From an optimization exercise on the open Yosys and OpenROAD flow, aimed at small area; shortcuts taken in it are not production practice.
The RTL was checked by simulation tests, not by an equivalence proof against the original design.

==> flow/design.v (excerpt) <==
module perceptron
(
    input   logic                     clk,
    input   logic                     rst,
    input   logic [31:0]              branch_pc,
    input   logic                     is_branch,
    input   logic                     branch_taken,
    input   logic                     committing_br,
    input   logic   [31:0]            comitting_br_pc,
    output  logic                     prediction
);
For scale: ~3,700 flip-flops, roughly 70 I/O pins.
Settings: LEC_CHECK=0, CAP_MARGIN=20, CORE_MARGIN=2, CORE_UTILIZATION=35, SLEW_MARGIN=20; clock period 20.0 ns.
standard.sh (not shown) runs the stock make flow with config.mk's settings and CLKGATE_MAP_FILE= SYNTH_SCRIPT=/design/flow/synth_recipe.tcl, a recipe that flattens the netlist after the stock synthesis.
==> flow/flow/run.sh <==
#!/bin/bash
# Own layout flow: the standard flow (standard.sh, with its standard
# synthesis and CTS unchanged) with two changes:
#  * global routing keeps more of met1/met2 free (flow/fastroute.tcl), which
#    helps detailed routing converge on this wire-heavy table;
#  * antenna diodes are added with a margin before detailed routing
#    (flow/pre_drt.tcl), to avoid repeated full detailed-routing passes.
# All tool output goes to the ORFS logs under orfs/logs and to flow_make.log.
set -euo pipefail
here=$(pwd)
bash "$here/standard.sh" "FASTROUTE_TCL=$here/flow/fastroute.tcl" "PRE_DETAIL_ROUTE_TCL=$here/flow/pre_drt.tcl" finish > "$here/flow_make.log" 2>&1
==> flow/flow/fastroute.tcl <==
# Global routing capacity per layer: leave more of met1 and met2 to pin
# access and the power rails, and push long routes up to met3-met5.
set_global_routing_layer_adjustment met1 0.5
set_global_routing_layer_adjustment met2 0.35
set_global_routing_layer_adjustment met3 0.2
set_global_routing_layer_adjustment met4 0.2
set_global_routing_layer_adjustment met5 0.2

set_routing_layers -clock $::env(MIN_CLK_ROUTING_LAYER)-$::env(MAX_ROUTING_LAYER)
set_routing_layers -signal $::env(MIN_ROUTING_LAYER)-$::env(MAX_ROUTING_LAYER)
==> flow/flow/pre_drt.tcl <==
# Before detailed routing: add antenna diodes with a 35% margin on the ratios
# that the global routes give, so that the detailed routes (which differ a
# little from the global ones) seldom leave an antenna violation behind and
# need a second full detailed-routing pass.
repair_antennas -diode_only -iterations 5 -ratio_margin 35 -allow_congestion
check_placement -verbose
The baseline completed without violations.
Edit:
--- a/flow/flow/run.sh
+++ b/flow/flow/run.sh
@@ -3 +3 @@
-# synthesis and CTS unchanged) with two changes:
+# synthesis unchanged) with these changes:
@@ -7 +7,2 @@
-#    (flow/pre_drt.tcl), to avoid repeated full detailed-routing passes.
+#    (flow/pre_drt.tcl), to avoid a second full detailed-routing pass;
+#  * CTS runs without dummy loads, with clkbuf_8 and larger sink clusters.
@@ -11 +12,2 @@
-bash "$here/standard.sh" "FASTROUTE_TCL=$here/flow/fastroute.tcl" "PRE_DETAIL_ROUTE_TCL=$here/flow/pre_drt.tcl" finish > "$here/flow_make.log" 2>&1
+cts_args="-sink_clustering_enable -repair_clock_nets -dont_use_dummy_load -buf_list sky130_fd_sc_hd__clkbuf_8 -sink_clustering_size 30 -sink_clustering_max_diameter 80"
+bash "$here/standard.sh" "CTS_ARGS=$cts_args" "FASTROUTE_TCL=$here/flow/fastroute.tcl" "PRE_DETAIL_ROUTE_TCL=$here/flow/pre_drt.tcl" finish > "$here/flow_make.log" 2>&1
==> flow/flow/pre_drt.tcl (replaced) <==
# Before detailed routing: add antenna diodes with a 30% margin on the ratios
# that the global routes give, so that the detailed routes (which differ a
# little from the global ones) seldom leave an antenna violation behind.
repair_antennas -iterations 5 -ratio_margin 30
check_placement -verbose
Settings changed: CAP_MARGIN 20 to 5, CORE_UTILIZATION 35 to 30, CTS_BUF_LIST set to sky130_fd_sc_hd__clkbuf_8, CTS_CLUSTER_DIAMETER set to 80, CTS_CLUSTER_SIZE set to 30, PLACE_DENSITY set to 0.45, SLEW_MARGIN 20 to 5.
What happened: Now the flow failed in detailed routing; global-route usage shrinks by 3.9 points; synthesized area is unchanged; synthesized cell count is unchanged.
Edit:
==> flow/flow/run.sh (replaced) <==
#!/bin/bash
# Own layout flow: the standard flow (standard.sh, with its standard
# synthesis and CTS unchanged) with two changes:
#  * global routing keeps more of met1/met2 free (flow/fastroute.tcl), which
#    helps detailed routing converge on this wire-heavy table;
#  * antenna diodes are added with a margin before detailed routing
#    (flow/pre_drt.tcl), to avoid repeated full detailed-routing passes.
# All tool output goes to the ORFS logs under orfs/logs and to flow_make.log.
set -euo pipefail
here=$(pwd)
bash "$here/standard.sh" "FASTROUTE_TCL=$here/flow/fastroute.tcl" "PRE_DETAIL_ROUTE_TCL=$here/flow/pre_drt.tcl" finish > "$here/flow_make.log" 2>&1
==> flow/flow/pre_drt.tcl (replaced) <==
# Before detailed routing: add antenna diodes with a 35% margin on the ratios
# that the global routes give, so that the detailed routes (which differ a
# little from the global ones) seldom leave an antenna violation behind and
# need a second full detailed-routing pass.
repair_antennas -diode_only -iterations 5 -ratio_margin 35 -allow_congestion
check_placement -verbose
Settings changed: CAP_MARGIN 5 to 20, CTS_BUF_LIST sky130_fd_sc_hd__clkbuf_8 to unset, CTS_CLUSTER_DIAMETER 80 to unset, CTS_CLUSTER_SIZE 30 to unset, SLEW_MARGIN 5 to 20.
Effect: The changed run completed with no timing, DRC or antenna violations. Area after synthesis is unchanged. Synthesized cell count is unchanged. Global-route usage is higher by 0.23 points.
Edit:
--- a/flow/flow/run.sh
+++ b/flow/flow/run.sh
@@ -3 +3 @@
-# synthesis and CTS unchanged) with two changes:
+# synthesis unchanged) with these changes:
@@ -7 +7,2 @@
-#    (flow/pre_drt.tcl), to avoid repeated full detailed-routing passes.
+#    (flow/pre_drt.tcl), to avoid a second full detailed-routing pass;
+#  * CTS runs without dummy loads, with clkbuf_8 and larger sink clusters.
@@ -11 +12,2 @@
-bash "$here/standard.sh" "FASTROUTE_TCL=$here/flow/fastroute.tcl" "PRE_DETAIL_ROUTE_TCL=$here/flow/pre_drt.tcl" finish > "$here/flow_make.log" 2>&1
+cts_args="-sink_clustering_enable -repair_clock_nets -dont_use_dummy_load -buf_list sky130_fd_sc_hd__clkbuf_8 -sink_clustering_size 30 -sink_clustering_max_diameter 80"
+bash "$here/standard.sh" "CTS_ARGS=$cts_args" "FASTROUTE_TCL=$here/flow/fastroute.tcl" "PRE_DETAIL_ROUTE_TCL=$here/flow/pre_drt.tcl" finish > "$here/flow_make.log" 2>&1
==> flow/flow/pre_drt.tcl (replaced) <==
# Before detailed routing: add antenna diodes with a 30% margin on the ratios
# that the global routes give, so that the detailed routes (which differ a
# little from the global ones) seldom leave an antenna violation behind.
repair_antennas -iterations 5 -ratio_margin 30
check_placement -verbose
Settings changed: CAP_MARGIN 20 to 5, CORE_UTILIZATION 30 to 40, CTS_BUF_LIST set to sky130_fd_sc_hd__clkbuf_8, CTS_CLUSTER_DIAMETER set to 80, CTS_CLUSTER_SIZE set to 30, PLACE_DENSITY 0.45 to unset, SLEW_MARGIN 20 to 5.
- The new run died in detailed routing, error GRT-0232
- area after synthesis is unchanged
- global-route usage rose by 14 points
- synthesized cell count does not change

==> separate check: timing with driven ports <==
The results above use ideal ports. As a check the final layouts listed here were re-extracted and re-timed, cells and wires unchanged.
Step 1: set_driving_cell puts a clkbuf_16 on clk and a buf_2 on each other input, an assumption about the parent block.
Step 2 also shifts input and output timing later by t, the mid clock arrival at the registers, as if the neighbouring blocks saw the same clock.
Slacks: ideal ports / drivers / drivers and shift; pairs: ideal ports / drivers.
| run | t (ns) | slack for setup (ns) | worst setup path after step 2 | clock arrival spread, ns | cell pins on the clock port's net |
|---|---|---|---|---|---|
| the first run | 1.171 | 0.727 / 0.662 / 0.662 | input to output | 0.092 / 0.092 | 1 |
| the third run | 1.216 | 0.962 / 0.936 / 0.936 | input to output | 0.144 / 0.145 | 1 |
After both steps setup and hold are still met in every run listed. For the first run, which loses most, drivers alone change the setup slack by -0.065 ns; drivers and shift together by -0.065 ns.
